This design comes from an exercise in tuning for small area and a short achievable clock period on the open sky130 flow, not from production work.
No run shown here included a check of the RTL's function; only the layout flow was run.
Power and IR drop assume default switching activity.

==> design/flow/design.v <==
module SIMD(clk,rst,opcode,funct3,funct7,rd_data1,rd_data2,rd_data3,w_add,immed,instrc_add,wr_add,wr_data);
input clk;
input rst;
input [6:0] opcode;
input [2:0] funct3;
input [6:0] funct7;
input [15:0] rd_data1;
input [15:0] rd_data2;
input [15:0] rd_data3;
input [4:0] w_add;
input [11:0] immed;
output [6:0] instrc_add;
output [4:0] wr_add;
output [15:0] wr_data;
wire alu = (opcode == 7'b0111011);
wire mac = (opcode == 7'b1001011);
wire shl = (opcode == 7'b0100011) | (opcode == 7'b1010011);
wire shr = (opcode == 7'b1100011);
wire m16 = (funct3 == 3'b001);
wire m8  = (funct3 == 3'b010);
wire m4  = (funct3 == 3'b100);
wire mv  = m16 | m8 | m4;
wire op_add  = alu & (funct7 == 7'b0000000) & mv;
wire op_sub  = alu & (funct7 == 7'b0100000) & mv;
wire op_mul  = alu & (funct7 == 7'b1000001) & mv;
wire op_mulh = alu & (funct7 == 7'b1000010) & mv;
wire op_madd  = mac & (funct7[1:0] == 2'b01) & mv;
wire op_maddh = mac & (funct7[1:0] == 2'b10) & mv;
wire op_and = alu & (funct7 == 7'b0001000);
wire op_or  = alu & (funct7 == 7'b0010000);
wire op_xor = alu & (funct7 == 7'b0011000);
wire op_not = alu & (funct7 == 7'b0110000);
wire bmul = op_mul | op_mulh | op_madd | op_maddh;
wire hi = op_mulh | op_maddh;
wire lg = op_and | op_or | op_xor | op_not | shl | shr;
wire sgn = op_mulh;
wire s4 = sgn & m4;
wire s8 = sgn & m8;
wire s16 = sgn & m16;
wire i_16 = s16;
wire i_4 = s4;
wire i_4_8 = s4 | s8;
wire i_4_8_16 = s4 | s8 | s16;
wire i_8 = s8;
wire i_8_16 = s8 | s16;
wire [15:0] a = rd_data2;
wire [15:0] lane1 = m16 ? 16'h0001 : m8 ? 16'h0101 : 16'h1111;
wire [15:0] b = bmul ? rd_data1 : op_add ? lane1 : {16{op_sub}};
wire [15:0] b8 = b & {16{m8 | m16}};
wire [15:0] b16 = b & {16{m16}};
wire [15:0] csrc = (op_madd | op_maddh) ? rd_data3 : (op_add | op_sub) ? rd_data1 : 16'h0000;
wire [31:0] cc = m16 ? {16'h0000, csrc} :
                 m8  ? {8'h00, csrc[15:8], 8'h00, csrc[7:0]} :
                 m4  ? {4'h0, csrc[15:12], 4'h0, csrc[11:8], 4'h0, csrc[7:4], 4'h0, csrc[3:0]} : 32'h0;
wire p8 = ~m4;         
wire p16 = m16;        
wire [15:0] imm = {{4{immed[10]}}, immed};
wire shz = |imm[15:4];
wire [15:0] shlv = rd_data1 << imm[3:0];
wire [15:0] shrv = rd_data1 >> imm[3:0];
wire [15:0] lres = ({16{op_and}} & (rd_data1 & rd_data2)) |
                   ({16{op_or}}  & (rd_data1 | rd_data2)) |
                   ({16{op_xor}} & (rd_data1 ^ rd_data2)) |
                   ({16{op_not}} & ~rd_data1) |
                   ({16{shl & ~shz}} & shlv) |
                   ({16{shr & ~shz}} & shrv);
wire pp1, pp2, pp3, pp4, pp5, pp6, pp7, pp8, pp9, pp10, pp11, pp12, pp13, pp14, pp15, pp16, pp17, pp18, pp19, pp20, pp21, pp22, pp23, pp24, pp25, pp26, pp27, pp28, pp29, pp30, pp31, pp32, pp33, pp34, pp35, pp36, pp37, pp38, pp39, pp40, pp41, pp42, pp43, pp44, pp45, pp46, pp47, pp48, pp49, pp50, pp51, pp52, pp53, pp54, pp55, pp56, pp57, pp58, pp59, pp60, pp61, pp62, pp63, pp64, pp65, pp66, pp67, pp68, pp69, pp70, pp71, pp72, pp73, pp74, pp75, pp76, pp77, pp78, pp79, pp80, pp81, pp82, pp83, pp84, pp85, pp86, pp87, pp88, pp89, pp90, pp91, pp92, pp93, pp94, pp95, pp96, pp97, pp98, pp99, pp100, pp101, pp102, pp103, pp104, pp105, pp106, pp107, pp108, pp109, pp110, pp111, pp112, pp113, pp114, pp115, pp116, pp117, pp118, pp119, pp120, pp121, pp122, pp123, pp124, pp125, pp126, pp127, pp128, pp129, pp130, pp131, pp132, pp133, pp134, pp135, pp136, pp137, pp138, pp139, pp140, pp141, pp142, pp143, pp144, pp145, pp146, pp147, pp148, pp149, pp150, pp151, pp152, pp153, pp154, pp155, pp156, pp157, pp158, pp159, pp160, pp161, pp162, pp163, pp164, pp165, pp166, pp167, pp168, pp169, pp170, pp171, pp172, pp173, pp174, pp175, pp176, pp177, pp178, pp179, pp180, pp181, pp182, pp183, pp184, pp185, pp186, pp187, pp188, pp189, pp190, pp191, pp192, pp193, pp194, pp195, pp196, pp197, pp198, pp199, pp200, pp201, pp202, pp203, pp204, pp205, pp206, pp207, pp208, pp209, pp210, pp211, pp212, pp213, pp214, pp215, pp216, pp217, pp218, pp219, pp220, pp221, pp222, pp223, pp224, pp225, pp226, pp227, pp228, pp229, pp230, pp231, pp232, pp233, pp234, pp235, pp236, pp237, pp238, pp239, pp240, pp241, pp242, pp243, pp244, pp245, pp246, pp247, pp248, pp249, pp250, pp251, pp252, pp253, pp254, pp255, pp256, s257, c258, s259, c260, s261, c262, s263, c264, s265, c266, s267, c268, s269, c270, s271, c272, s273, c274, s275, c276, s277, c278, s279, c280, s281, c282, s283, c284, s285, c286, s287, c288, s289, c290, s291, c292, s293, c294, s295, c296, s297, c298, s299, c300, k301, s302, c303, k304, s305, c306, k307, s308, c309, k310, s311, c312, k313, s314, c315, k316, s317, c318, k319, s320, c321, s322, c323, s324, c325, s326, c327, s328, c329, s330, c331, s332, c333, s334, c335, s336, c337, s338, c339, s340, c341, s342, c343, s344, c345, s346, c347, s348, c349, s350, c351, s352, c353, s354, c355, s356, c357, s358, c359, s360, c361, s362, c363, s364, c365, s366, c367, s368, c369, s370, c371, s372, c373, s374, c375, s376, c377, s378, c379, s380, c381, s382, c383, s384, c385, s386, c387, s388, c389, s390, c391, s392, c393, s394, c395, s396, c397, s398, c399, s400, c401, s402, c403, s404, c405, s406, c407, s408, c409, s410, c411, s412, c413, s414, c415, s416, c417, s418, c419, s420, c421, s422, c423, s424, c425, s426, c427, s428, c429, s430, c431, s432, c433, s434, c435, s436, c437, s438, c439, s440, c441, s442, c443, s444, c445, s446, c447, s448, c449, s450, c451, s452, c453, s454, c455, s456, c457, s458, c459, s460, c461, s462, c463, s464, c465, s466, c467, s468, c469, s470, c471, s472, c473, s474, c475, k476, s477, c478, k479, s480, c481, k482, s483, c484, k485, s486, c487, k488, s489, c490, k491, s492, c493, k494, s495, c496, k497, s498, c499, k500, s501, c502, k503, s504, c505, k506, s507, c508, k509, s510, c511, k512, s513, c514, k515, s516, c517, k518, s519, c520, s521, c522, s523, c524, s525, c526, s527, c528, s529, c530, s531, c532, s533, c534, s535, c536, s537, c538, s539, c540, s541, c542, s543, c544, s545, c546, s547, c548, s549, c550, s551, c552, s553, c554, s555, c556, s557, c558, s559, c560, s561, c562, s563, c564, s565, c566, s567, c568, s569, c570, s571, c572, s573, c574, s575, c576, s577, c578, s579, c580, s581, c582, s583, c584, s585, c586, s587, c588, s589, c590, s591, c592, s593, c594, s595, c596, s597, c598, s599, c600, s601, c602, s603, c604, s605, c606, s607, c608, s609, c610, s611, c612, s613, c614, s615, c616, s617, c618, s619, c620, s621, c622, s623, c624, s625, c626, s627, c628, s629, c630, s631, c632, s633, c634, s635, c636, s637, c638, s639, c640, s641, c642, s643, c644, s645, c646, s647, c648, s649, c650, s651, c652, s653, c654, s655, c656, s657, c658, s659, c660, s661, c662, s663, c664, s665, c666, s667, c668, s669, c670, s671, c672, s673, c674, s675, c676, s677, c678, s679, c680, s681, c682, s683, c684, s685, c686, s687, c688, s689, c690, s691, c692, s693, c694, k695, s696, c697, k698, s699, c700, k701, s702, c703, k704, s705, c706, k707, s708, c709, k710, s711, c712, k713, s714, c715, k716, s717, c718, k719, s720, c721, s722, c723, s724, c725, s726, c727, s728, c729, s730, c731, s732, c733, s734, c735, s736, c737, s738, c739, s740, c741, s742, c743, s744, c745, s746, c747, s748, c749, s750, c751, s752, c753, s754, c755, s756, c757, s758, c759, s760, c761, s762, c763, s764, c765, s766, c767, s768, c769, s770, c771, s772, c773, s774, c775, s776, c777, s778, c779, s780, c781, s782, c783, s784, c785, s786, c787, s788, c789, s790, c791;
assign pp1 = a[0] & b[0];
assign pp2 = a[0] & b[1];
assign pp3 = a[0] & b[2];
assign pp4 = (a[0] & b[3]) ^ i_4;
assign pp5 = a[0] & b8[4];
assign pp6 = a[0] & b8[5];
assign pp7 = a[0] & b8[6];
assign pp8 = (a[0] & b8[7]) ^ i_8;
assign pp9 = a[0] & b16[8];
assign pp10 = a[0] & b16[9];
assign pp11 = a[0] & b16[10];
assign pp12 = a[0] & b16[11];
assign pp13 = a[0] & b16[12];
assign pp14 = a[0] & b16[13];
assign pp15 = a[0] & b16[14];
assign pp16 = (a[0] & b16[15]) ^ i_16;
assign pp17 = a[1] & b[0];
assign pp18 = a[1] & b[1];
assign pp19 = a[1] & b[2];
assign pp20 = (a[1] & b[3]) ^ i_4;
assign pp21 = a[1] & b8[4];
assign pp22 = a[1] & b8[5];
assign pp23 = a[1] & b8[6];
assign pp24 = (a[1] & b8[7]) ^ i_8;
assign pp25 = a[1] & b16[8];
assign pp26 = a[1] & b16[9];
assign pp27 = a[1] & b16[10];
assign pp28 = a[1] & b16[11];
assign pp29 = a[1] & b16[12];
assign pp30 = a[1] & b16[13];
assign pp31 = a[1] & b16[14];
assign pp32 = (a[1] & b16[15]) ^ i_16;
assign pp33 = a[2] & b[0];
assign pp34 = a[2] & b[1];
assign pp35 = a[2] & b[2];
assign pp36 = (a[2] & b[3]) ^ i_4;
assign pp37 = a[2] & b8[4];
assign pp38 = a[2] & b8[5];
assign pp39 = a[2] & b8[6];
assign pp40 = (a[2] & b8[7]) ^ i_8;
assign pp41 = a[2] & b16[8];
assign pp42 = a[2] & b16[9];
assign pp43 = a[2] & b16[10];
assign pp44 = a[2] & b16[11];
assign pp45 = a[2] & b16[12];
assign pp46 = a[2] & b16[13];
assign pp47 = a[2] & b16[14];
assign pp48 = (a[2] & b16[15]) ^ i_16;
assign pp49 = (a[3] & b[0]) ^ i_4;
assign pp50 = (a[3] & b[1]) ^ i_4;
assign pp51 = (a[3] & b[2]) ^ i_4;
assign pp52 = a[3] & b[3];
assign pp53 = a[3] & b8[4];
assign pp54 = a[3] & b8[5];
assign pp55 = a[3] & b8[6];
assign pp56 = (a[3] & b8[7]) ^ i_8;
assign pp57 = a[3] & b16[8];
assign pp58 = a[3] & b16[9];
assign pp59 = a[3] & b16[10];
assign pp60 = a[3] & b16[11];
assign pp61 = a[3] & b16[12];
assign pp62 = a[3] & b16[13];
assign pp63 = a[3] & b16[14];
assign pp64 = (a[3] & b16[15]) ^ i_16;
assign pp65 = a[4] & b8[0];
assign pp66 = a[4] & b8[1];
assign pp67 = a[4] & b8[2];
assign pp68 = a[4] & b8[3];
assign pp69 = a[4] & b[4];
assign pp70 = a[4] & b[5];
assign pp71 = a[4] & b[6];
assign pp72 = (a[4] & b[7]) ^ i_4_8;
assign pp73 = a[4] & b16[8];
assign pp74 = a[4] & b16[9];
assign pp75 = a[4] & b16[10];
assign pp76 = a[4] & b16[11];
assign pp77 = a[4] & b16[12];
assign pp78 = a[4] & b16[13];
assign pp79 = a[4] & b16[14];
assign pp80 = (a[4] & b16[15]) ^ i_16;
assign pp81 = a[5] & b8[0];
assign pp82 = a[5] & b8[1];
assign pp83 = a[5] & b8[2];
assign pp84 = a[5] & b8[3];
assign pp85 = a[5] & b[4];
assign pp86 = a[5] & b[5];
assign pp87 = a[5] & b[6];
assign pp88 = (a[5] & b[7]) ^ i_4_8;
assign pp89 = a[5] & b16[8];
assign pp90 = a[5] & b16[9];
assign pp91 = a[5] & b16[10];
assign pp92 = a[5] & b16[11];
assign pp93 = a[5] & b16[12];
assign pp94 = a[5] & b16[13];
assign pp95 = a[5] & b16[14];
assign pp96 = (a[5] & b16[15]) ^ i_16;
assign pp97 = a[6] & b8[0];
assign pp98 = a[6] & b8[1];
assign pp99 = a[6] & b8[2];
assign pp100 = a[6] & b8[3];
assign pp101 = a[6] & b[4];
assign pp102 = a[6] & b[5];
assign pp103 = a[6] & b[6];
assign pp104 = (a[6] & b[7]) ^ i_4_8;
assign pp105 = a[6] & b16[8];
assign pp106 = a[6] & b16[9];
assign pp107 = a[6] & b16[10];
assign pp108 = a[6] & b16[11];
assign pp109 = a[6] & b16[12];
assign pp110 = a[6] & b16[13];
assign pp111 = a[6] & b16[14];
assign pp112 = (a[6] & b16[15]) ^ i_16;
assign pp113 = (a[7] & b8[0]) ^ i_8;
assign pp114 = (a[7] & b8[1]) ^ i_8;
assign pp115 = (a[7] & b8[2]) ^ i_8;
assign pp116 = (a[7] & b8[3]) ^ i_8;
assign pp117 = (a[7] & b[4]) ^ i_4_8;
assign pp118 = (a[7] & b[5]) ^ i_4_8;
assign pp119 = (a[7] & b[6]) ^ i_4_8;
assign pp120 = a[7] & b[7];
assign pp121 = a[7] & b16[8];
assign pp122 = a[7] & b16[9];
assign pp123 = a[7] & b16[10];
assign pp124 = a[7] & b16[11];
assign pp125 = a[7] & b16[12];
assign pp126 = a[7] & b16[13];
assign pp127 = a[7] & b16[14];
assign pp128 = (a[7] & b16[15]) ^ i_16;
assign pp129 = a[8] & b16[0];
assign pp130 = a[8] & b16[1];
assign pp131 = a[8] & b16[2];
assign pp132 = a[8] & b16[3];
assign pp133 = a[8] & b16[4];
assign pp134 = a[8] & b16[5];
assign pp135 = a[8] & b16[6];
assign pp136 = a[8] & b16[7];
assign pp137 = a[8] & b[8];
assign pp138 = a[8] & b[9];
assign pp139 = a[8] & b[10];
assign pp140 = (a[8] & b[11]) ^ i_4;
assign pp141 = a[8] & b8[12];
assign pp142 = a[8] & b8[13];
assign pp143 = a[8] & b8[14];
assign pp144 = (a[8] & b8[15]) ^ i_8_16;
assign pp145 = a[9] & b16[0];
assign pp146 = a[9] & b16[1];
assign pp147 = a[9] & b16[2];
assign pp148 = a[9] & b16[3];
assign pp149 = a[9] & b16[4];
assign pp150 = a[9] & b16[5];
assign pp151 = a[9] & b16[6];
assign pp152 = a[9] & b16[7];
assign pp153 = a[9] & b[8];
assign pp154 = a[9] & b[9];
assign pp155 = a[9] & b[10];
assign pp156 = (a[9] & b[11]) ^ i_4;
assign pp157 = a[9] & b8[12];
assign pp158 = a[9] & b8[13];
assign pp159 = a[9] & b8[14];
assign pp160 = (a[9] & b8[15]) ^ i_8_16;
assign pp161 = a[10] & b16[0];
assign pp162 = a[10] & b16[1];
assign pp163 = a[10] & b16[2];
assign pp164 = a[10] & b16[3];
assign pp165 = a[10] & b16[4];
assign pp166 = a[10] & b16[5];
assign pp167 = a[10] & b16[6];
assign pp168 = a[10] & b16[7];
assign pp169 = a[10] & b[8];
assign pp170 = a[10] & b[9];
assign pp171 = a[10] & b[10];
assign pp172 = (a[10] & b[11]) ^ i_4;
assign pp173 = a[10] & b8[12];
assign pp174 = a[10] & b8[13];
assign pp175 = a[10] & b8[14];
assign pp176 = (a[10] & b8[15]) ^ i_8_16;
assign pp177 = a[11] & b16[0];
assign pp178 = a[11] & b16[1];
assign pp179 = a[11] & b16[2];
assign pp180 = a[11] & b16[3];
assign pp181 = a[11] & b16[4];
assign pp182 = a[11] & b16[5];
assign pp183 = a[11] & b16[6];
assign pp184 = a[11] & b16[7];
assign pp185 = (a[11] & b[8]) ^ i_4;
assign pp186 = (a[11] & b[9]) ^ i_4;
assign pp187 = (a[11] & b[10]) ^ i_4;
assign pp188 = a[11] & b[11];
assign pp189 = a[11] & b8[12];
assign pp190 = a[11] & b8[13];
assign pp191 = a[11] & b8[14];
assign pp192 = (a[11] & b8[15]) ^ i_8_16;
assign pp193 = a[12] & b16[0];
assign pp194 = a[12] & b16[1];
assign pp195 = a[12] & b16[2];
assign pp196 = a[12] & b16[3];
assign pp197 = a[12] & b16[4];
assign pp198 = a[12] & b16[5];
assign pp199 = a[12] & b16[6];
assign pp200 = a[12] & b16[7];
assign pp201 = a[12] & b8[8];
assign pp202 = a[12] & b8[9];
assign pp203 = a[12] & b8[10];
assign pp204 = a[12] & b8[11];
assign pp205 = a[12] & b[12];
assign pp206 = a[12] & b[13];
assign pp207 = a[12] & b[14];
assign pp208 = (a[12] & b[15]) ^ i_4_8_16;
assign pp209 = a[13] & b16[0];
assign pp210 = a[13] & b16[1];
assign pp211 = a[13] & b16[2];
assign pp212 = a[13] & b16[3];
assign pp213 = a[13] & b16[4];
assign pp214 = a[13] & b16[5];
assign pp215 = a[13] & b16[6];
assign pp216 = a[13] & b16[7];
assign pp217 = a[13] & b8[8];
assign pp218 = a[13] & b8[9];
assign pp219 = a[13] & b8[10];
assign pp220 = a[13] & b8[11];
assign pp221 = a[13] & b[12];
assign pp222 = a[13] & b[13];
assign pp223 = a[13] & b[14];
assign pp224 = (a[13] & b[15]) ^ i_4_8_16;
assign pp225 = a[14] & b16[0];
assign pp226 = a[14] & b16[1];
assign pp227 = a[14] & b16[2];
assign pp228 = a[14] & b16[3];
assign pp229 = a[14] & b16[4];
assign pp230 = a[14] & b16[5];
assign pp231 = a[14] & b16[6];
assign pp232 = a[14] & b16[7];
assign pp233 = a[14] & b8[8];
assign pp234 = a[14] & b8[9];
assign pp235 = a[14] & b8[10];
assign pp236 = a[14] & b8[11];
assign pp237 = a[14] & b[12];
assign pp238 = a[14] & b[13];
assign pp239 = a[14] & b[14];
assign pp240 = (a[14] & b[15]) ^ i_4_8_16;
assign pp241 = (a[15] & b16[0]) ^ i_16;
assign pp242 = (a[15] & b16[1]) ^ i_16;
assign pp243 = (a[15] & b16[2]) ^ i_16;
assign pp244 = (a[15] & b16[3]) ^ i_16;
assign pp245 = (a[15] & b16[4]) ^ i_16;
assign pp246 = (a[15] & b16[5]) ^ i_16;
assign pp247 = (a[15] & b16[6]) ^ i_16;
assign pp248 = (a[15] & b16[7]) ^ i_16;
assign pp249 = (a[15] & b8[8]) ^ i_8_16;
assign pp250 = (a[15] & b8[9]) ^ i_8_16;
assign pp251 = (a[15] & b8[10]) ^ i_8_16;
assign pp252 = (a[15] & b8[11]) ^ i_8_16;
assign pp253 = (a[15] & b[12]) ^ i_4_8_16;
assign pp254 = (a[15] & b[13]) ^ i_4_8_16;
assign pp255 = (a[15] & b[14]) ^ i_4_8_16;
assign pp256 = a[15] & b[15];
assign s257 = cc[1] ^ pp17;
assign c258 = cc[1] & pp17;
assign s259 = cc[2] ^ pp18 ^ pp3;
assign c260 = (cc[2] & pp18) | (pp3 & (cc[2] ^ pp18));
assign s261 = pp33 ^ c258;
assign c262 = pp33 & c258;
assign s263 = cc[3] ^ pp19 ^ pp34;
assign c264 = (cc[3] & pp19) | (pp34 & (cc[3] ^ pp19));
assign s265 = pp4 ^ pp49 ^ c260;
assign c266 = (pp4 & pp49) | (c260 & (pp4 ^ pp49));
assign s267 = c262 ^ s263;
assign c268 = c262 & s263;
assign s269 = (s4) ^ cc[4] ^ pp35;
assign c270 = ((s4) & cc[4]) | (pp35 & ((s4) ^ cc[4]));
assign s271 = pp5 ^ pp65 ^ pp20;
assign c272 = (pp5 & pp65) | (pp20 & (pp5 ^ pp65));
assign s273 = pp50 ^ c264 ^ s269;
assign c274 = (pp50 & c264) | (s269 & (pp50 ^ c264));
assign s275 = s271 ^ c268 ^ c266;
assign c276 = (s271 & c268) | (c266 & (s271 ^ c268));
assign s277 = cc[5] ^ pp21 ^ pp6;
assign c278 = (cc[5] & pp21) | (pp6 & (cc[5] ^ pp21));
assign s279 = pp66 ^ pp81 ^ pp36;
assign c280 = (pp66 & pp81) | (pp36 & (pp66 ^ pp81));
assign s281 = pp51 ^ c270 ^ s277;
assign c282 = (pp51 & c270) | (s277 & (pp51 ^ c270));
assign s283 = c272 ^ s279 ^ c274;
assign c284 = (c272 & s279) | (c274 & (c272 ^ s279));
assign s285 = s281 ^ c276;
assign c286 = s281 & c276;
assign s287 = cc[6] ^ pp22 ^ pp37;
assign c288 = (cc[6] & pp22) | (pp37 & (cc[6] ^ pp22));
assign s289 = pp52 ^ pp67 ^ pp7;
assign c290 = (pp52 & pp67) | (pp7 & (pp52 ^ pp67));
assign s291 = pp82 ^ pp97 ^ c278;
assign c292 = (pp82 & pp97) | (c278 & (pp82 ^ pp97));
assign s293 = s287 ^ s289 ^ c280;
assign c294 = (s287 & s289) | (c280 & (s287 ^ s289));
assign s295 = c282 ^ s291 ^ s293;
assign c296 = (c282 & s291) | (s293 & (c282 ^ s291));
assign s297 = c284 ^ c286;
assign c298 = c284 & c286;
assign s299 = (s4) ^ cc[7] ^ pp23;
assign c300 = ((s4) & cc[7]) | (pp23 & ((s4) ^ cc[7]));
assign k301 = c300 & p8;
assign s302 = pp38 ^ pp53 ^ pp68;
assign c303 = (pp38 & pp53) | (pp68 & (pp38 ^ pp53));
assign k304 = c303 & p8;
assign s305 = pp83 ^ pp98 ^ pp113;
assign c306 = (pp83 & pp98) | (pp113 & (pp83 ^ pp98));
assign k307 = c306 & p8;
assign s308 = pp8 ^ c288 ^ c290;
assign c309 = (pp8 & c288) | (c290 & (pp8 ^ c288));
assign k310 = c309 & p8;
assign s311 = s299 ^ s302 ^ s305;
assign c312 = (s299 & s302) | (s305 & (s299 ^ s302));
assign k313 = c312 & p8;
assign s314 = c292 ^ s308 ^ c294;
assign c315 = (c292 & s308) | (c294 & (c292 ^ s308));
assign k316 = c315 & p8;
assign s317 = s311 ^ c296 ^ s314;
assign c318 = (s311 & c296) | (s314 & (s311 ^ c296));
assign k319 = c318 & p8;
assign s320 = (s8) ^ cc[8] ^ pp129;
assign c321 = ((s8) & cc[8]) | (pp129 & ((s8) ^ cc[8]));
assign s322 = pp39 ^ pp54 ^ pp69;
assign c323 = (pp39 & pp54) | (pp69 & (pp39 ^ pp54));
assign s324 = pp84 ^ pp9 ^ pp99;
assign c325 = (pp84 & pp9) | (pp99 & (pp84 ^ pp9));
assign s326 = pp114 ^ pp24 ^ s320;
assign c327 = (pp114 & pp24) | (s320 & (pp114 ^ pp24));
assign s328 = s322 ^ s324 ^ k301;
assign c329 = (s322 & s324) | (k301 & (s322 ^ s324));
assign s330 = k304 ^ k307 ^ k310;
assign c331 = (k304 & k307) | (k310 & (k304 ^ k307));
assign s332 = s326 ^ s328 ^ k313;
assign c333 = (s326 & s328) | (k313 & (s326 ^ s328));
assign s334 = s330 ^ k316 ^ s332;
assign c335 = (s330 & k316) | (s332 & (s330 ^ k316));
assign s336 = cc[9] ^ pp10 ^ pp100;
assign c337 = (cc[9] & pp10) | (pp100 & (cc[9] ^ pp10));
assign s338 = pp130 ^ pp145 ^ pp25;
assign c339 = (pp130 & pp145) | (pp25 & (pp130 ^ pp145));
assign s340 = pp55 ^ pp70 ^ pp85;
assign c341 = (pp55 & pp70) | (pp85 & (pp55 ^ pp70));
assign s342 = pp115 ^ pp40 ^ c321;
assign c343 = (pp115 & pp40) | (c321 & (pp115 ^ pp40));
assign s344 = c323 ^ c325 ^ s336;
assign c345 = (c323 & c325) | (s336 & (c323 ^ c325));
assign s346 = s338 ^ s340 ^ c327;
assign c347 = (s338 & s340) | (c327 & (s338 ^ s340));
assign s348 = s342 ^ c329 ^ s344;
assign c349 = (s342 & c329) | (s344 & (s342 ^ c329));
assign s350 = c331 ^ s346 ^ s348;
assign c351 = (c331 & s346) | (s348 & (c331 ^ s346));
assign s352 = c333 ^ s350;
assign c353 = c333 & s350;
assign s354 = cc[10] ^ pp101 ^ pp11;
assign c355 = (cc[10] & pp101) | (pp11 & (cc[10] ^ pp101));
assign s356 = pp131 ^ pp146 ^ pp161;
assign c357 = (pp131 & pp146) | (pp161 & (pp131 ^ pp146));
assign s358 = pp26 ^ pp41 ^ pp71;
assign c359 = (pp26 & pp41) | (pp71 & (pp26 ^ pp41));
assign s360 = pp86 ^ pp116 ^ pp56;
assign c361 = (pp86 & pp116) | (pp56 & (pp86 ^ pp116));
assign s362 = c337 ^ c339 ^ c341;
assign c363 = (c337 & c339) | (c341 & (c337 ^ c339));
assign s364 = s354 ^ s356 ^ s358;
assign c365 = (s354 & s356) | (s358 & (s354 ^ s356));
assign s366 = s360 ^ c343 ^ c345;
assign c367 = (s360 & c343) | (c345 & (s360 ^ c343));
assign s368 = s362 ^ s364 ^ c347;
assign c369 = (s362 & s364) | (c347 & (s362 ^ s364));
assign s370 = c349 ^ s366 ^ s368;
assign c371 = (c349 & s366) | (s368 & (c349 ^ s366));
assign s372 = c351 ^ c353;
assign c373 = c351 & c353;
assign s374 = cc[11] ^ pp102 ^ pp12;
assign c375 = (cc[11] & pp102) | (pp12 & (cc[11] ^ pp102));
assign s376 = pp132 ^ pp147 ^ pp162;
assign c377 = (pp132 & pp147) | (pp162 & (pp132 ^ pp147));
assign s378 = pp177 ^ pp27 ^ pp42;
assign c379 = (pp177 & pp27) | (pp42 & (pp177 ^ pp27));
assign s380 = pp57 ^ pp87 ^ pp117;
assign c381 = (pp57 & pp87) | (pp117 & (pp57 ^ pp87));
assign s382 = pp72 ^ c355 ^ c357;
assign c383 = (pp72 & c355) | (c357 & (pp72 ^ c355));
assign s384 = c359 ^ s374 ^ s376;
assign c385 = (c359 & s374) | (s376 & (c359 ^ s374));
assign s386 = s378 ^ c361 ^ s380;
assign c387 = (s378 & c361) | (s380 & (s378 ^ c361));
assign s388 = c363 ^ c365 ^ s382;
assign c389 = (c363 & c365) | (s382 & (c363 ^ c365));
assign s390 = s384 ^ s386 ^ c367;
assign c391 = (s384 & s386) | (c367 & (s384 ^ s386));
assign s392 = s388 ^ c369 ^ s390;
assign c393 = (s388 & c369) | (s390 & (s388 ^ c369));
assign s394 = c371 ^ s392;
assign c395 = c371 & s392;
assign s396 = (s4) ^ cc[12] ^ pp103;
assign c397 = ((s4) & cc[12]) | (pp103 & ((s4) ^ cc[12]));
assign s398 = pp13 ^ pp133 ^ pp148;
assign c399 = (pp13 & pp133) | (pp148 & (pp13 ^ pp133));
assign s400 = pp163 ^ pp178 ^ pp193;
assign c401 = (pp163 & pp178) | (pp193 & (pp163 ^ pp178));
assign s402 = pp28 ^ pp43 ^ pp58;
assign c403 = (pp28 & pp43) | (pp58 & (pp28 ^ pp43));
assign s404 = pp73 ^ pp118 ^ pp88;
assign c405 = (pp73 & pp118) | (pp88 & (pp73 ^ pp118));
assign s406 = c375 ^ c377 ^ c379;
assign c407 = (c375 & c377) | (c379 & (c375 ^ c377));
assign s408 = s396 ^ s398 ^ s400;
assign c409 = (s396 & s398) | (s400 & (s396 ^ s398));
assign s410 = s402 ^ c381 ^ s404;
assign c411 = (s402 & c381) | (s404 & (s402 ^ c381));
assign s412 = c383 ^ c385 ^ s406;
assign c413 = (c383 & c385) | (s406 & (c383 ^ c385));
assign s414 = s408 ^ c387 ^ s410;
assign c415 = (s408 & c387) | (s410 & (s408 ^ c387));
assign s416 = c389 ^ s412 ^ c391;
assign c417 = (c389 & s412) | (c391 & (c389 ^ s412));
assign s418 = s414 ^ c393 ^ s416;
assign c419 = (s414 & c393) | (s416 & (s414 ^ c393));
assign s420 = cc[13] ^ pp134 ^ pp14;
assign c421 = (cc[13] & pp134) | (pp14 & (cc[13] ^ pp134));
assign s422 = pp149 ^ pp164 ^ pp179;
assign c423 = (pp149 & pp164) | (pp179 & (pp149 ^ pp164));
assign s424 = pp194 ^ pp209 ^ pp29;
assign c425 = (pp194 & pp209) | (pp29 & (pp194 ^ pp209));
assign s426 = pp44 ^ pp59 ^ pp74;
assign c427 = (pp44 & pp59) | (pp74 & (pp44 ^ pp59));
assign s428 = pp89 ^ pp104 ^ pp119;
assign c429 = (pp89 & pp104) | (pp119 & (pp89 ^ pp104));
assign s430 = c397 ^ c399 ^ c401;
assign c431 = (c397 & c399) | (c401 & (c397 ^ c399));
assign s432 = c403 ^ s420 ^ s422;
assign c433 = (c403 & s420) | (s422 & (c403 ^ s420));
assign s434 = s424 ^ s426 ^ c405;
assign c435 = (s424 & s426) | (c405 & (s424 ^ s426));
assign s436 = s428 ^ c407 ^ c409;
assign c437 = (s428 & c407) | (c409 & (s428 ^ c407));
assign s438 = s430 ^ s432 ^ c411;
assign c439 = (s430 & s432) | (c411 & (s430 ^ s432));
assign s440 = s434 ^ c413 ^ s436;
assign c441 = (s434 & c413) | (s436 & (s434 ^ c413));
assign s442 = c415 ^ s438 ^ s440;
assign c443 = (c415 & s438) | (s440 & (c415 ^ s438));
assign s444 = c417 ^ s442;
assign c445 = c417 & s442;
assign s446 = cc[14] ^ pp105 ^ pp120;
assign c447 = (cc[14] & pp105) | (pp120 & (cc[14] ^ pp105));
assign s448 = pp135 ^ pp15 ^ pp150;
assign c449 = (pp135 & pp15) | (pp150 & (pp135 ^ pp15));
assign s450 = pp165 ^ pp180 ^ pp195;
assign c451 = (pp165 & pp180) | (pp195 & (pp165 ^ pp180));
assign s452 = pp210 ^ pp225 ^ pp30;
assign c453 = (pp210 & pp225) | (pp30 & (pp210 ^ pp225));
assign s454 = pp45 ^ pp60 ^ pp75;
assign c455 = (pp45 & pp60) | (pp75 & (pp45 ^ pp60));
assign s456 = pp90 ^ c421 ^ c423;
assign c457 = (pp90 & c421) | (c423 & (pp90 ^ c421));
assign s458 = c425 ^ c427 ^ s446;
assign c459 = (c425 & c427) | (s446 & (c425 ^ c427));
assign s460 = s448 ^ s450 ^ s452;
assign c461 = (s448 & s450) | (s452 & (s448 ^ s450));
assign s462 = s454 ^ c429 ^ c431;
assign c463 = (s454 & c429) | (c431 & (s454 ^ c429));
assign s464 = c433 ^ s456 ^ c435;
assign c465 = (c433 & s456) | (c435 & (c433 ^ s456));
assign s466 = s458 ^ s460 ^ c437;
assign c467 = (s458 & s460) | (c437 & (s458 ^ s460));
assign s468 = s462 ^ c439 ^ s464;
assign c469 = (s462 & c439) | (s464 & (s462 ^ c439));
assign s470 = c441 ^ s466 ^ s468;
assign c471 = (c441 & s466) | (s468 & (c441 ^ s466));
assign s472 = c443 ^ s470;
assign c473 = c443 & s470;
assign s474 = (s4 | s8) ^ cc[15] ^ pp106;
assign c475 = ((s4 | s8) & cc[15]) | (pp106 & ((s4 | s8) ^ cc[15]));
assign k476 = c475 & p16;
assign s477 = pp121 ^ pp136 ^ pp151;
assign c478 = (pp121 & pp136) | (pp151 & (pp121 ^ pp136));
assign k479 = c478 & p16;
assign s480 = pp166 ^ pp181 ^ pp196;
assign c481 = (pp166 & pp181) | (pp196 & (pp166 ^ pp181));
assign k482 = c481 & p16;
assign s483 = pp211 ^ pp226 ^ pp31;
assign c484 = (pp211 & pp226) | (pp31 & (pp211 ^ pp226));
assign k485 = c484 & p16;
assign s486 = pp46 ^ pp61 ^ pp76;
assign c487 = (pp46 & pp61) | (pp76 & (pp46 ^ pp61));
assign k488 = c487 & p16;
assign s489 = pp91 ^ pp16 ^ pp241;
assign c490 = (pp91 & pp16) | (pp241 & (pp91 ^ pp16));
assign k491 = c490 & p16;
assign s492 = c447 ^ c449 ^ c451;
assign c493 = (c447 & c449) | (c451 & (c447 ^ c449));
assign k494 = c493 & p16;
assign s495 = c453 ^ c455 ^ s474;
assign c496 = (c453 & c455) | (s474 & (c453 ^ c455));
assign k497 = c496 & p16;
assign s498 = s477 ^ s480 ^ s483;
assign c499 = (s477 & s480) | (s483 & (s477 ^ s480));
assign k500 = c499 & p16;
assign s501 = s486 ^ s489 ^ c457;
assign c502 = (s486 & s489) | (c457 & (s486 ^ s489));
assign k503 = c502 & p16;
assign s504 = c459 ^ c461 ^ s492;
assign c505 = (c459 & c461) | (s492 & (c459 ^ c461));
assign k506 = c505 & p16;
assign s507 = s495 ^ s498 ^ c463;
assign c508 = (s495 & s498) | (c463 & (s495 ^ s498));
assign k509 = c508 & p16;
assign s510 = s501 ^ c465 ^ s504;
assign c511 = (s501 & c465) | (s504 & (s501 ^ c465));
assign k512 = c511 & p16;
assign s513 = c467 ^ s507 ^ c469;
assign c514 = (c467 & s507) | (c469 & (c467 ^ s507));
assign k515 = c514 & p16;
assign s516 = s510 ^ c471 ^ s513;
assign c517 = (s510 & c471) | (s513 & (s510 ^ c471));
assign k518 = c517 & p16;
assign s519 = (s16) ^ cc[16] ^ pp107;
assign c520 = ((s16) & cc[16]) | (pp107 & ((s16) ^ cc[16]));
assign s521 = pp122 ^ pp137 ^ pp152;
assign c522 = (pp122 & pp137) | (pp152 & (pp122 ^ pp137));
assign s523 = pp167 ^ pp182 ^ pp197;
assign c524 = (pp167 & pp182) | (pp197 & (pp167 ^ pp182));
assign s525 = pp212 ^ pp227 ^ pp47;
assign c526 = (pp212 & pp227) | (pp47 & (pp212 ^ pp227));
assign s527 = pp62 ^ pp77 ^ pp92;
assign c528 = (pp62 & pp77) | (pp92 & (pp62 ^ pp77));
assign s529 = pp242 ^ pp32 ^ s519;
assign c530 = (pp242 & pp32) | (s519 & (pp242 ^ pp32));
assign s531 = s521 ^ s523 ^ s525;
assign c532 = (s521 & s523) | (s525 & (s521 ^ s523));
assign s533 = s527 ^ k476 ^ k479;
assign c534 = (s527 & k476) | (k479 & (s527 ^ k476));
assign s535 = k482 ^ k485 ^ k488;
assign c536 = (k482 & k485) | (k488 & (k482 ^ k485));
assign s537 = k491 ^ k494 ^ s529;
assign c538 = (k491 & k494) | (s529 & (k491 ^ k494));
assign s539 = s531 ^ k497 ^ k500;
assign c540 = (s531 & k497) | (k500 & (s531 ^ k497));
assign s541 = s533 ^ s535 ^ k503;
assign c542 = (s533 & s535) | (k503 & (s533 ^ s535));
assign s543 = k506 ^ s537 ^ s539;
assign c544 = (k506 & s537) | (s539 & (k506 ^ s537));
assign s545 = k509 ^ s541 ^ k512;
assign c546 = (k509 & s541) | (k512 & (k509 ^ s541));
assign s547 = s543 ^ k515 ^ s545;
assign c548 = (s543 & k515) | (s545 & (s543 ^ k515));
assign s549 = cc[17] ^ pp108 ^ pp123;
assign c550 = (cc[17] & pp108) | (pp123 & (cc[17] ^ pp108));
assign s551 = pp138 ^ pp153 ^ pp168;
assign c552 = (pp138 & pp153) | (pp168 & (pp138 ^ pp153));
assign s553 = pp183 ^ pp198 ^ pp213;
assign c554 = (pp183 & pp198) | (pp213 & (pp183 ^ pp198));
assign s555 = pp228 ^ pp63 ^ pp78;
assign c556 = (pp228 & pp63) | (pp78 & (pp228 ^ pp63));
assign s557 = pp93 ^ pp243 ^ pp48;
assign c558 = (pp93 & pp243) | (pp48 & (pp93 ^ pp243));
assign s559 = c520 ^ c522 ^ c524;
assign c560 = (c520 & c522) | (c524 & (c520 ^ c522));
assign s561 = c526 ^ c528 ^ s549;
assign c562 = (c526 & c528) | (s549 & (c526 ^ c528));
assign s563 = s551 ^ s553 ^ s555;
assign c564 = (s551 & s553) | (s555 & (s551 ^ s553));
assign s565 = s557 ^ c530 ^ c532;
assign c566 = (s557 & c530) | (c532 & (s557 ^ c530));
assign s567 = s559 ^ c534 ^ c536;
assign c568 = (s559 & c534) | (c536 & (s559 ^ c534));
assign s569 = s561 ^ s563 ^ c538;
assign c570 = (s561 & s563) | (c538 & (s561 ^ s563));
assign s571 = s565 ^ c540 ^ s567;
assign c572 = (s565 & c540) | (s567 & (s565 ^ c540));
assign s573 = c542 ^ s569 ^ c544;
assign c574 = (c542 & s569) | (c544 & (c542 ^ s569));
assign s575 = s571 ^ c546 ^ s573;
assign c576 = (s571 & c546) | (s573 & (s571 ^ c546));
assign s577 = cc[18] ^ pp109 ^ pp124;
assign c578 = (cc[18] & pp109) | (pp124 & (cc[18] ^ pp109));
assign s579 = pp139 ^ pp154 ^ pp169;
assign c580 = (pp139 & pp154) | (pp169 & (pp139 ^ pp154));
assign s581 = pp184 ^ pp199 ^ pp214;
assign c582 = (pp184 & pp199) | (pp214 & (pp184 ^ pp199));
assign s583 = pp229 ^ pp79 ^ pp94;
assign c584 = (pp229 & pp79) | (pp94 & (pp229 ^ pp79));
assign s585 = pp244 ^ pp64 ^ c550;
assign c586 = (pp244 & pp64) | (c550 & (pp244 ^ pp64));
assign s587 = c552 ^ c554 ^ c556;
assign c588 = (c552 & c554) | (c556 & (c552 ^ c554));
assign s589 = s577 ^ s579 ^ s581;
assign c590 = (s577 & s579) | (s581 & (s577 ^ s579));
assign s591 = s583 ^ c558 ^ c560;
assign c592 = (s583 & c558) | (c560 & (s583 ^ c558));
assign s593 = c562 ^ c564 ^ s585;
assign c594 = (c562 & c564) | (s585 & (c562 ^ c564));
assign s595 = s587 ^ s589 ^ c566;
assign c596 = (s587 & s589) | (c566 & (s587 ^ s589));
assign s597 = s591 ^ c568 ^ s593;
assign c598 = (s591 & c568) | (s593 & (s591 ^ c568));
assign s599 = c570 ^ s595 ^ c572;
assign c600 = (c570 & s595) | (c572 & (c570 ^ s595));
assign s601 = s597 ^ c574 ^ s599;
assign c602 = (s597 & c574) | (s599 & (s597 ^ c574));
assign s603 = cc[19] ^ pp110 ^ pp125;
assign c604 = (cc[19] & pp110) | (pp125 & (cc[19] ^ pp110));
assign s605 = pp155 ^ pp170 ^ pp200;
assign c606 = (pp155 & pp170) | (pp200 & (pp155 ^ pp170));
assign s607 = pp215 ^ pp230 ^ pp95;
assign c608 = (pp215 & pp230) | (pp95 & (pp215 ^ pp230));
assign s609 = pp140 ^ pp185 ^ pp245;
assign c610 = (pp140 & pp185) | (pp245 & (pp140 ^ pp185));
assign s611 = pp80 ^ c578 ^ c580;
assign c612 = (pp80 & c578) | (c580 & (pp80 ^ c578));
assign s613 = c582 ^ c584 ^ s603;
assign c614 = (c582 & c584) | (s603 & (c582 ^ c584));
assign s615 = s605 ^ s607 ^ s609;
assign c616 = (s605 & s607) | (s609 & (s605 ^ s607));
assign s617 = c586 ^ c588 ^ c590;
assign c618 = (c586 & c588) | (c590 & (c586 ^ c588));
assign s619 = s611 ^ s613 ^ c592;
assign c620 = (s611 & s613) | (c592 & (s611 ^ s613));
assign s621 = s615 ^ c594 ^ s617;
assign c622 = (s615 & c594) | (s617 & (s615 ^ c594));
assign s623 = c596 ^ s619 ^ c598;
assign c624 = (c596 & s619) | (c598 & (c596 ^ s619));
assign s625 = s621 ^ c600 ^ s623;
assign c626 = (s621 & c600) | (s623 & (s621 ^ c600));
assign s627 = (s4) ^ cc[20] ^ pp111;
assign c628 = ((s4) & cc[20]) | (pp111 & ((s4) ^ cc[20]));
assign s629 = pp126 ^ pp141 ^ pp171;
assign c630 = (pp126 & pp141) | (pp171 & (pp126 ^ pp141));
assign s631 = pp201 ^ pp216 ^ pp231;
assign c632 = (pp201 & pp216) | (pp231 & (pp201 ^ pp216));
assign s633 = pp156 ^ pp186 ^ pp246;
assign c634 = (pp156 & pp186) | (pp246 & (pp156 ^ pp186));
assign s635 = pp96 ^ c604 ^ c606;
assign c636 = (pp96 & c604) | (c606 & (pp96 ^ c604));
assign s637 = c608 ^ s627 ^ s629;
assign c638 = (c608 & s627) | (s629 & (c608 ^ s627));
assign s639 = s631 ^ c610 ^ s633;
assign c640 = (s631 & c610) | (s633 & (s631 ^ c610));
assign s641 = c612 ^ c614 ^ s635;
assign c642 = (c612 & c614) | (s635 & (c612 ^ c614));
assign s643 = s637 ^ c616 ^ s639;
assign c644 = (s637 & c616) | (s639 & (s637 ^ c616));
assign s645 = c618 ^ s641 ^ c620;
assign c646 = (c618 & s641) | (c620 & (c618 ^ s641));
assign s647 = s643 ^ c622 ^ s645;
assign c648 = (s643 & c622) | (s645 & (s643 ^ c622));
assign s649 = c624 ^ s647;
assign c650 = c624 & s647;
assign s651 = cc[21] ^ pp127 ^ pp142;
assign c652 = (cc[21] & pp127) | (pp142 & (cc[21] ^ pp127));
assign s653 = pp157 ^ pp202 ^ pp217;
assign c654 = (pp157 & pp202) | (pp217 & (pp157 ^ pp202));
assign s655 = pp232 ^ pp112 ^ pp172;
assign c656 = (pp232 & pp112) | (pp172 & (pp232 ^ pp112));
assign s657 = pp187 ^ pp247 ^ c628;
assign c658 = (pp187 & pp247) | (c628 & (pp187 ^ pp247));
assign s659 = c630 ^ c632 ^ s651;
assign c660 = (c630 & c632) | (s651 & (c630 ^ c632));
assign s661 = s653 ^ c634 ^ s655;
assign c662 = (s653 & c634) | (s655 & (s653 ^ c634));
assign s663 = c636 ^ c638 ^ s657;
assign c664 = (c636 & c638) | (s657 & (c636 ^ c638));
assign s665 = s659 ^ c640 ^ s661;
assign c666 = (s659 & c640) | (s661 & (s659 ^ c640));
assign s667 = c642 ^ s663 ^ c644;
assign c668 = (c642 & s663) | (c644 & (c642 ^ s663));
assign s669 = s665 ^ c646 ^ s667;
assign c670 = (s665 & c646) | (s667 & (s665 ^ c646));
assign s671 = c648 ^ s669;
assign c672 = c648 & s669;
assign s673 = cc[22] ^ pp143 ^ pp158;
assign c674 = (cc[22] & pp143) | (pp158 & (cc[22] ^ pp143));
assign s675 = pp173 ^ pp188 ^ pp203;
assign c676 = (pp173 & pp188) | (pp203 & (pp173 ^ pp188));
assign s677 = pp218 ^ pp233 ^ pp128;
assign c678 = (pp218 & pp233) | (pp128 & (pp218 ^ pp233));
assign s679 = pp248 ^ c652 ^ c654;
assign c680 = (pp248 & c652) | (c654 & (pp248 ^ c652));
assign s681 = s673 ^ s675 ^ c656;
assign c682 = (s673 & s675) | (c656 & (s673 ^ s675));
assign s683 = s677 ^ c658 ^ c660;
assign c684 = (s677 & c658) | (c660 & (s677 ^ c658));
assign s685 = s679 ^ c662 ^ s681;
assign c686 = (s679 & c662) | (s681 & (s679 ^ c662));
assign s687 = c664 ^ s683 ^ c666;
assign c688 = (c664 & s683) | (c666 & (c664 ^ s683));
assign s689 = s685 ^ c668 ^ s687;
assign c690 = (s685 & c668) | (s687 & (s685 ^ c668));
assign s691 = c670 ^ s689;
assign c692 = c670 & s689;
assign s693 = (s4) ^ cc[23] ^ pp159;
assign c694 = ((s4) & cc[23]) | (pp159 & ((s4) ^ cc[23]));
assign k695 = c694 & p8;
assign s696 = pp174 ^ pp189 ^ pp204;
assign c697 = (pp174 & pp189) | (pp204 & (pp174 ^ pp189));
assign k698 = c697 & p8;
assign s699 = pp219 ^ pp234 ^ pp144;
assign c700 = (pp219 & pp234) | (pp144 & (pp219 ^ pp234));
assign k701 = c700 & p8;
assign s702 = pp249 ^ c674 ^ c676;
assign c703 = (pp249 & c674) | (c676 & (pp249 ^ c674));
assign k704 = c703 & p8;
assign s705 = s693 ^ s696 ^ c678;
assign c706 = (s693 & s696) | (c678 & (s693 ^ s696));
assign k707 = c706 & p8;
assign s708 = s699 ^ c680 ^ s702;
assign c709 = (s699 & c680) | (s702 & (s699 ^ c680));
assign k710 = c709 & p8;
assign s711 = c682 ^ s705 ^ c684;
assign c712 = (c682 & s705) | (c684 & (c682 ^ s705));
assign k713 = c712 & p8;
assign s714 = s708 ^ c686 ^ s711;
assign c715 = (s708 & c686) | (s711 & (s708 ^ c686));
assign k716 = c715 & p8;
assign s717 = c688 ^ s714 ^ c690;
assign c718 = (c688 & s714) | (c690 & (c688 ^ s714));
assign k719 = c718 & p8;
assign s720 = (s8) ^ cc[24] ^ pp175;
assign c721 = ((s8) & cc[24]) | (pp175 & ((s8) ^ cc[24]));
assign s722 = pp190 ^ pp205 ^ pp220;
assign c723 = (pp190 & pp205) | (pp220 & (pp190 ^ pp205));
assign s724 = pp235 ^ pp160 ^ pp250;
assign c725 = (pp235 & pp160) | (pp250 & (pp235 ^ pp160));
assign s726 = s720 ^ s722 ^ k695;
assign c727 = (s720 & s722) | (k695 & (s720 ^ s722));
assign s728 = k698 ^ s724 ^ k701;
assign c729 = (k698 & s724) | (k701 & (k698 ^ s724));
assign s730 = k704 ^ s726 ^ k707;
assign c731 = (k704 & s726) | (k707 & (k704 ^ s726));
assign s732 = s728 ^ k710 ^ s730;
assign c733 = (s728 & k710) | (s730 & (s728 ^ k710));
assign s734 = k713 ^ s732 ^ k716;
assign c735 = (k713 & s732) | (k716 & (k713 ^ s732));
assign s736 = cc[25] ^ pp191 ^ pp206;
assign c737 = (cc[25] & pp191) | (pp206 & (cc[25] ^ pp191));
assign s738 = pp221 ^ pp236 ^ pp176;
assign c739 = (pp221 & pp236) | (pp176 & (pp221 ^ pp236));
assign s740 = pp251 ^ c721 ^ c723;
assign c741 = (pp251 & c721) | (c723 & (pp251 ^ c721));
assign s742 = s736 ^ c725 ^ s738;
assign c743 = (s736 & c725) | (s738 & (s736 ^ c725));
assign s744 = s740 ^ c727 ^ c729;
assign c745 = (s740 & c727) | (c729 & (s740 ^ c727));
assign s746 = s742 ^ c731 ^ s744;
assign c747 = (s742 & c731) | (s744 & (s742 ^ c731));
assign s748 = c733 ^ s746;
assign c749 = c733 & s746;
assign s750 = cc[26] ^ pp207 ^ pp222;
assign c751 = (cc[26] & pp207) | (pp222 & (cc[26] ^ pp207));
assign s752 = pp237 ^ pp192 ^ pp252;
assign c753 = (pp237 & pp192) | (pp252 & (pp237 ^ pp192));
assign s754 = c737 ^ s750 ^ c739;
assign c755 = (c737 & s750) | (c739 & (c737 ^ s750));
assign s756 = s752 ^ c741 ^ c743;
assign c757 = (s752 & c741) | (c743 & (s752 ^ c741));
assign s758 = s754 ^ c745 ^ s756;
assign c759 = (s754 & c745) | (s756 & (s754 ^ c745));
assign s760 = c747 ^ s758;
assign c761 = c747 & s758;
assign s762 = cc[27] ^ pp223 ^ pp238;
assign c763 = (cc[27] & pp223) | (pp238 & (cc[27] ^ pp223));
assign s764 = pp208 ^ pp253 ^ c751;
assign c765 = (pp208 & pp253) | (c751 & (pp208 ^ pp253));
assign s766 = s762 ^ c753 ^ s764;
assign c767 = (s762 & c753) | (s764 & (s762 ^ c753));
assign s768 = c755 ^ s766 ^ c757;
assign c769 = (c755 & s766) | (c757 & (c755 ^ s766));
assign s770 = c759 ^ s768;
assign c771 = c759 & s768;
assign s772 = (s4) ^ cc[28] ^ pp239;
assign c773 = ((s4) & cc[28]) | (pp239 & ((s4) ^ cc[28]));
assign s774 = pp224 ^ pp254 ^ c763;
assign c775 = (pp224 & pp254) | (c763 & (pp224 ^ pp254));
assign s776 = s772 ^ c765 ^ s774;
assign c777 = (s772 & c765) | (s774 & (s772 ^ c765));
assign s778 = c767 ^ s776 ^ c769;
assign c779 = (c767 & s776) | (c769 & (c767 ^ s776));
assign s780 = cc[29] ^ pp240 ^ pp255;
assign c781 = (cc[29] & pp240) | (pp255 & (cc[29] ^ pp240));
assign s782 = c773 ^ s780 ^ c775;
assign c783 = (c773 & s780) | (c775 & (c773 ^ s780));
assign s784 = c777 ^ s782;
assign c785 = c777 & s782;
assign s786 = cc[30] ^ pp256 ^ c781;
assign c787 = (cc[30] & pp256) | (c781 & (cc[30] ^ pp256));
assign s788 = s786 ^ c783;
assign c789 = s786 & c783;
assign s790 = (s4 | s8 | s16) ^ cc[31] ^ c787;
assign c791 = ((s4 | s8 | s16) & cc[31]) | (c787 & ((s4 | s8 | s16) ^ cc[31]));
wire [31:0] tx = {c789, c785, c779, c771, c761, c749, c735, k719, c692, c672, c650, c626, c602, c576, c548, k518, c473, c445, c419, c395, c373, s370, c335, k319, c298, s295, s283, s273, s265, s259, pp2, pp1};
wire [31:0] ty = {s790, s788, s784, s778, s770, s760, s748, s734, s717, s691, s671, s649, s625, s601, s575, s547, s516, s472, s444, s418, s394, s372, s352, s334, s317, s297, s285, s275, s267, s261, s257, cc[0]};
reg [4:0] pc;
reg [4:0] wr_add_r;
always @(posedge clk) begin
    if (!rst) begin
        pc <= 5'd0;
        wr_add_r <= 5'd0;
    end else begin
        pc <= pc + 5'd1;
        wr_add_r <= w_add;
    end
end
assign instrc_add = {pc, 2'b00};
assign wr_add = wr_add_r;
wire [31:0] nx = tx | {16'h0000, lres};
reg [31:0] rx, ry;
reg r_k8, r_k16;
reg [5:0] rsel;
always @(posedge clk) begin
    rx <= nx;
    ry <= ty;
    r_k8 <= p8;
    r_k16 <= p16;
    if (!rst) rsel <= 6'd0;
    else rsel <= {m4 & hi, m4 & ~hi & ~lg, m8 & hi, m8 & ~hi & ~lg, m16 & hi, lg | (m16 & ~hi)};
end
wire [34:0] gx = {rx[31:24], r_k8, rx[23:16], r_k16, rx[15:8], r_k8, rx[7:0]};
wire [34:0] gy = {ry[31:24], 1'b0, ry[23:16], 1'b0, ry[15:8], 1'b0, ry[7:0]};
wire [34:0] gs = gx + gy;
wire [31:0] P = {gs[34:27], gs[25:18], gs[16:9], gs[7:0]};
wire [15:0] res = ({16{rsel[0]}} & P[15:0]) | ({16{rsel[1]}} & P[31:16]) |
                  ({16{rsel[2]}} & {P[23:16], P[7:0]}) | ({16{rsel[3]}} & {P[31:24], P[15:8]}) |
                  ({16{rsel[4]}} & {P[27:24], P[19:16], P[11:8], P[3:0]}) |
                  ({16{rsel[5]}} & {P[31:28], P[23:20], P[15:12], P[7:4]});
assign wr_data = res;
endmodule
==> design/flow/run.sh <==
#!/bin/bash
# synth_recipe.tcl (not shown) runs the flow's synth.tcl, then flattens the netlist and writes it again
# the make line also repeats each setting of config.mk as NAME=value (left out here)
make -C /OpenROAD-flow-scripts/flow DESIGN_CONFIG=/design/flow/config.mk WORK_HOME=/design/flow/orfs CLKGATE_MAP_FILE= SYNTH_SCRIPT=/design/flow/synth_recipe.tcl finish
==> design/flow/config.mk <==
export PLATFORM = sky130hd
export DESIGN_NAME = SIMD
export DESIGN_NICKNAME = SIMD
export VERILOG_FILES = /design/flow/design.v
export SDC_FILE = /design/flow/constraint.sdc
export NUM_CORES = 4
export LEC_CHECK = 0
export CAP_MARGIN = 20
export CORE_MARGIN = 2
export CORE_UTILIZATION = 40
export SLEW_MARGIN = 20
==> design/flow/constraint.sdc <==
create_clock -name core_clock -period 10.6 [get_ports {clk}]
set_input_delay 2.1200 -clock core_clock [delete_from_list [all_inputs] [get_ports {clk}]]
set_output_delay 2.1200 -clock core_clock [all_outputs]
set_load 0.01 [all_outputs]
==> results of run 1 <==
==> worst max path at each step <==
stage                      to  depth (start not counted)      start  slack [ps]
2_1_floorplan  rx[15]$_DFF_P_                         20  funct7[4]        3580
3_3_place_gp   rx[15]$_DFF_P_                         20  funct7[4]        1850
3_5_place_dp   rx[15]$_DFF_P_                         19  opcode[6]        1750
4_1_cts        rx[15]$_DFF_P_                         19  opcode[6]        2140
5_1_grt        rx[15]$_DFF_P_                         19  opcode[6]        1700
6_report       rx[15]$_DFF_P_                         19  opcode[6]        2080
==> synthesized netlist by cell type, types with 5 or more instances <==
library cell,instances,share of area (%)
mux2i_1,30,2.0
and2_1,33,1.4
a31oi_1,9,0.38
nand3_1,61,2.1
dfxtp_1,82,11
o21bai_1,5,0.26
nor2_1,173,4.4
a211oi_1,22,1.1
nand4_1,12,0.51
a22oi_1,18,0.92
buf_2,16,0.55
ha_1,85,7.2
xor2_1,24,1.4
a21oi_1,81,2.8
nand2_1,220,5.6
clkbuf_1,63,1.6
o211ai_1,6,0.31
nand2b_1,17,0.72
inv_1,220,5.6
o22ai_1,19,0.81
fa_1,231,32
xnor2_1,64,3.8
nor3_1,32,1.1
and3_1,21,0.90
a21o_1,28,1.4
buf_1,8,0.20
o21a_1,9,0.46
buf_4,10,0.51
a21oi_2,6,0.36
o21ai_0,64,2.2
==> area by class of cell <==
class / instances / area, µm²
Sequential cell: 82 / 1640
Clock inverter: 7 / 70.1
Inverter: 224 / 841
Tap cell: 468 / 586
Clock buffer: 9 / 225
Multi-Input combinational cell: 1368 / 11800
Fill cell: 3597 / 19900
Timing Repair Buffer: 134 / 1280
==> flip-flops by register name (all words and copies together) (netlist names) <==
register  count
rsel          6
ry           32
r_k8          1
wr_add_r      5
rx           32
r_k16         1
pc            5
==> through the flow <==
stage	setup WS, ps	area [µm²]	std cells	hold slack (ps)	util (%)
detailed placement	1750	16100	2276	465	44.4
floorplan	3580	14700	1773	476	-
global placement	1850	16100	2276	459	44.4
finish	2080	16400	2292	481	45.2
global route	1700	16400	2292	502	45.2
CTS	2140	16400	2292	482	45.2
==> logic make-up after synthesis <==
family	after synthesis
fa+ha+maj	316
mux	36
other cells	1
simple gates	607
compound gates	319
buf+inv	323
flops	82
xor+xnor	88
==> metal layers <==
| layer | share of wire (%) | track usage (%) |
|---|---|---|
| met1 | 41 | 37.9 |
| met2 | 45 | 46.8 |
| met3 | 9.8 | 7.24 |
| met4 | 4.5 | 12.0 |
| met5 | 0 | 0 |
==> power by group <==
| group | switching (µW) | leakage (µW) | internal, µW | total (µW) |
|---|---|---|---|---|
| Combinational | 121 | 0.00603 | 70.3 | 192 |
| Clock | 175 | 0.000142 | 167 | 342 |
| Sequential | 3.24 | 0.000663 | 311 | 314 |
| Total | 300 | 0.00683 | 548 | 848 |
==> worst reg2reg max path, delay by kind of cell, from the launching register on <==
kind | cells | cell delay (ps)
xor gates and xnor gates | 1 | 130
adders and majority gates | 1 | 200
and+or+nand+nor | 2 | 250
DFF | 1 | 390
==> notes.md, run 1 <==
status no timing/DRC/antenna violations; input/output buffers ~110; n_diodes 0; RSZ-0062 raised after global routing false; setup violators final 0; FFs w/ async S/R, synth 0%; vias per cell approximately 5.8; CP max stage delay approximately 1100 ps; final net count approximately 2200; initial DRC count ~1400; Critical Setup Path Class input pin to flip-flop; XOR/XNOR share of the synthesized area under 10%; Clock Root Buffer clkbuf_16; vias in the first global route around 14000; Worst path most repeated cell fa_1; TritonCTS buffer count 9; htree depth 3; Post-CTS Repair Setup Buffers 0; dominant synthesized flop cell dfxtp_1; FF+latch count, synth just over 80; total gr overflow 0; initial antenna violation count 1; max-cap viol count 0; post-synthesis sequential area ratio approximately 11%; CP Cell Sequence clkdlybuf4s50_1 -> nand4bb_1 -> nand4bb_1 -> a2111oi_4 -> buf_4 -> a21o_1 -> and2_1 -> nand2_1 -> fa_1 -> fa_1 -> fa_1 -> inv_1 -> fa_1 -> inv_1 -> fa_1 -> inv_1 -> ha_1 -> a311oi_1 -> o21ai_0; Cell variety after synth 81; maximum root-to-sink buffer count 2; normalized max-slew margin a little under a quarter; PD cells between 50 and 60 mW/mm²; Gate Count Post-Synth approximately 1800; CP Capture Type flip-flop; later-pin clock latency in the skew report between 300 and 400 ps; final worst path period need around 8500 ps; WHS Endpoint pc[0]$_SDFF_PN0_; row cnt 70; drt pass-1 iters 6; Reg2Reg Depth 4; WL final between 50000 and 60000 µm; CP top delay family adder cells; I/O pin cnt about 110; area share of fa/ha/maj cells after synthesis between 30% and 40%; final worst clock skew ~0.48 ps; mux contribution to synthesized area under 10%; ANT nets after route 0; Startpoint Class input pin; Req. time, crit path approximately 11000 ps; Post-route DRC 0; worst-path maximum fanout 14; Slew @ Worst Pin ~1100 ps; Total GRT Usage 29.2%; Static Leakage slightly below 0.007 µW; post-synthesis compound-gate area fraction 14.4%; clock sinks 82; YS warnings 1; Area growth syn-to-layout 11.9%; reg-to-reg critical path startpoint pc[0]$_SDFF_PN0_; Detail Placement HPWL about 43000 µm; fmax 117 MHz; simple-gate share of the synthesized area between 10% and 20%; post-cts resize count 0; CTS clock-pin slew for the worst setup and hold paths about 90 ps; r2r endpoint pc[4]$_SDFF_PN0_; worst hold path class flip-flop to flip-flop; die width about 200 µm; Hold Buf Count CTS 0; Max IR drop VDD between 0.06 and 0.07 mV; Die Height between 150 and 200 µm; first-pass GRT wire length about 83000 µm; largest net degree at the start of global routing 70; layout cell share with drive strength beyond 1 4.44%; crit path buf inv count 5; Final Hold Violating Endpoints 0; initial core utilization 40.4%; Post-Syn Area 0.0147 mm²; flop2flop setup slack about 9500 ps; Pwr Total between 800 and 900 µW; slowest cell on the critical path a2111oi_4; CTS tree built; Die Area 0.0382 mm²; core footprint approximately 0.036 mm²; Final TNS setup 0 ps; Avg Cell Area, Syn 8.28 µm²; CP Data Arrival Time roughly 8800 ps; commonest cells after routing, fill and taps aside 231 x fa_1, 220 x nand2_1, 219 x inv_1, 172 x nor2_1, 109 x clkdlybuf4s50_1; hold path startpoint pc[0]$_SDFF_PN0_; Vias around 13000; RD Place Congestion 1.02; main combinational cell family by area after synthesis adder cells; crit share post-route between 80% and 90%; commonest non-fill, non-tap cell in the layout fa_1; Hold Path Stages 1; Avg WL per Cell between 20 and 25 µm; Post-synth EDFFs 0; pins over their slew limit 0
==> inputs of run 2 (changes only) <==
--- a/design/flow/design.v
+++ b/design/flow/design.v
@@ -873,23 +873,16 @@
 assign wr_add = wr_add_r;
-wire [31:0] nx = tx | {16'h0000, lres};
-reg [31:0] rx, ry;
-reg r_k8, r_k16;
-reg [5:0] rsel;
-always @(posedge clk) begin
-    rx <= nx;
-    ry <= ty;
-    r_k8 <= p8;
-    r_k16 <= p16;
-    if (!rst) rsel <= 6'd0;
-    else rsel <= {m4 & hi, m4 & ~hi & ~lg, m8 & hi, m8 & ~hi & ~lg, m16 & hi, lg | (m16 & ~hi)};
-end
-wire [34:0] gx = {rx[31:24], r_k8, rx[23:16], r_k16, rx[15:8], r_k8, rx[7:0]};
-wire [34:0] gy = {ry[31:24], 1'b0, ry[23:16], 1'b0, ry[15:8], 1'b0, ry[7:0]};
+wire [34:0] gx = {tx[31:24], p8, tx[23:16], p16, tx[15:8], p8, tx[7:0]};
+wire [34:0] gy = {ty[31:24], 1'b0, ty[23:16], 1'b0, ty[15:8], 1'b0, ty[7:0]};
 wire [34:0] gs = gx + gy;
 wire [31:0] P = {gs[34:27], gs[25:18], gs[16:9], gs[7:0]};
-wire [15:0] res = ({16{rsel[0]}} & P[15:0]) | ({16{rsel[1]}} & P[31:16]) |
-                  ({16{rsel[2]}} & {P[23:16], P[7:0]}) | ({16{rsel[3]}} & {P[31:24], P[15:8]}) |
-                  ({16{rsel[4]}} & {P[27:24], P[19:16], P[11:8], P[3:0]}) |
-                  ({16{rsel[5]}} & {P[31:28], P[23:20], P[15:12], P[7:4]});
-assign wr_data = res;
+wire [15:0] res = ({16{m16 & ~hi}} & P[15:0]) | ({16{m16 & hi}} & P[31:16]) |
+                  ({16{m8 & ~hi}} & {P[23:16], P[7:0]}) | ({16{m8 & hi}} & {P[31:24], P[15:8]}) |
+                  ({16{m4 & ~hi}} & {P[27:24], P[19:16], P[11:8], P[3:0]}) |
+                  ({16{m4 & hi}} & {P[31:28], P[23:20], P[15:12], P[7:4]});
+reg [15:0] wr_data_r;
+always @(posedge clk) begin
+    if (!rst) wr_data_r <= 16'h0000;
+    else wr_data_r <= res | lres;
+end
+assign wr_data = wr_data_r;
 endmodule
==> run 2 against run 1 <==
Effect of this change: combinational power about the same; first-iteration DRC count up 0.35%; sequential share of layout area down 6.7 points; register-to-register slack better by 70 ps; setup slack worse by 1600 ps; synthesized area down 6.4%; flip-flop and latch count down 56; die area down 6.3%; final area down 4.6%; synthesized cell count down 5.4%; routed wire length up 1.4%; utilization up 1.3 points; critical endpoint is now wr_data_r[4]$_SDFF_PN0_; highest routed layer unchanged.
==> notes.md, run 2 <==
status no timing/DRC/antenna violations; worst-path maximum fanout 20; Pwr Total ~410 µW; Area growth syn-to-layout 14.0%; Detail Placement HPWL ~45000 µm; Req. time, crit path around 11000 ps; Synth top area share approximately a third; post-synthesis sequential area ratio 3.79%; reg-to-reg critical path startpoint pc[0]$_SDFF_PN0_; Startpoint Class input pin; Die Area 0.0358 mm²; Post-synth EDFFs 0; layout cell share with drive strength beyond 1 under 10%; Critical Setup Path Class input pin to flip-flop; Total GRT Usage a little under a third; htree depth 1; Clock Root Buffer clkbuf_16; final worst path period need about 10000 ps; FFs w/ async S/R, synth 0%; initial antenna violation count 0; n_diodes 0; crit share post-route 95.6%; TritonCTS buffer count 3; FF+latch count, synth 26; clock sinks 26; drt pass-1 iters 5; fmax ~99 MHz; pins over their slew limit 0; YS warnings 1; ANT nets after route 0; WHS Endpoint pc[0]$_SDFF_PN0_; later-pin clock latency in the skew report roughly 260 ps; core footprint 0.0337 mm²; slowest cell on the critical path fa_1; max reg flops 16; worst hold path class flip-flop to flip-flop; row cnt 67; PD cells 26.2 mW/mm²; Cell variety after synth 84; RSZ-0062 raised after global routing false; vias in the first global route ~13000; largest net degree at the start of global routing slightly above 40; CTS clock-pin slew for the worst setup and hold paths ~70 ps; Static Leakage about 0.0072 µW; Post-CTS Repair Setup Buffers 0; Die Height between 150 and 200 µm; Hold Path Stages 1; Avg Cell Area, Syn around 8.2 µm²; setup violators final 0
run 2: cell types whose count changed in the layout (fill, tap and decap cells not counted), moves of 14 or more:
cell     delta
inv_1      +17
mux2_2     +17
mux2i_1    +19
nor2_1     -75
o21ai_0    -34
and2_1     +30
dfxtp_1    -56
a21oi_1    -30
nand2_1    -14
buf_4      +43
run 2: area by class of cell:
class	count	area, µm²	area share, %
Sequential cell	26	520	3.33
Tap cell	448	561	3.58
Inverter	238	893	5.71
Clock buffer	3	75.1	0.480
Multi-Input combinational cell	1320	12000	76.4
Timing Repair Buffer	178	1620	10.3
Clock inverter	1	30.0	0.192
run 2: per-stage QoR:
stage / worst slack [ps] / hold WS [ps] / cell area (µm²)
finish: 470 / 461 / 15700
detailed placement: 193 / 452 / 15500
global placement: 351 / 449 / 15500
CTS: 453 / 471 / 15600
global route: 98.1 / 496 / 15700
floorplan: 1430 / 469 / 13700
run 2: what timing repair did:
item,in CTS,in global routing
hold endpoints to repair,0,0
setup endpoints to repair,0,5
gates resized for setup,0,2
run 2: worst max path at each step:
stage	from	end	slack (ps)	cells after the start
6_report	funct3[0]	wr_data_r[4]$_SDFF_PN0_	470	27
3_3_place_gp	opcode[1]	wr_data_r[14]$_SDFF_PN0_	350	25
3_5_place_dp	funct3[2]	wr_data_r[4]$_SDFF_PN0_	190	27
4_1_cts	funct3[2]	wr_data_r[4]$_SDFF_PN0_	450	27
2_1_floorplan	funct3[2]	wr_data_r[14]$_SDFF_PN0_	1430	28
5_1_grt	funct3[2]	wr_data_r[13]$_SDFF_PN0_	100	28
run 2: worst max-delay path, delay by kind of cell:
family	cells	cell delay, ps
XOR/XNOR	1	370
AND/OR/NAND/NOR	7	1640
buffers and inverters	6	1210
AO/OA/AOI/OAI	6	1420
adder cells (fa/ha/maj)	7	3520
run 2: per-layer routing:
metal / GRT usage (%) / wire, µm / part of all wire [%] / up-vias
li1: - / - / - / 5697
met1: 42.9 / 23000 / 42 / 6521
met2: 48.1 / 24300 / 44 / 741
met3: 5.62 / 5320 / 9.7 / 133
met4: 11.4 / 2510 / 4.6 / 0
met5: 0 / 0 / 0 / -
run 2: power by group:
part | internal, µW | total (µW) | switching (µW)
clock network | 75.3 | 113 | 37.7
logic | 72.3 | 195 | 123
registers | 99.8 | 101 | 1.21
total | 247 | 409 | 162
run 2: kinds of logic (layout without fill, tap and decap cells):
family	count (synthesis)	count (layout)	synth area share [%]
simple gates	572	572	20.3
flops	26	26	3.79
compound gates	272	272	14.2
xor+xnor	88	88	5.61
buf+inv	332	420	9.32
other cells	1	2	0.0273
fa+ha+maj	316	316	41.4
mux	70	70	5.46

## what the ideal ports hide
No port has a modelled driver above. Below, the same layouts with a new extraction and two added sets of constraints. Step 1 assumes that a clkbuf_16 drives the clock port and a buf_2 every other input. Step 2 also shifts input and output timing later by t, the mid clock arrival at the registers, as if the neighbouring blocks saw the same clock. Slacks: no drivers / after step 1 / after step 2; pairs: no drivers / after step 1.
| run | t (ns) | setup WS [ns] |
|---|---|---|
| run 1 | 0.423 | 2.081 / 2.113 / 1.689 |
| run 2 | 0.297 | 0.470 / 0.468 / 0.170 |
After both steps every run listed still meets setup and hold.
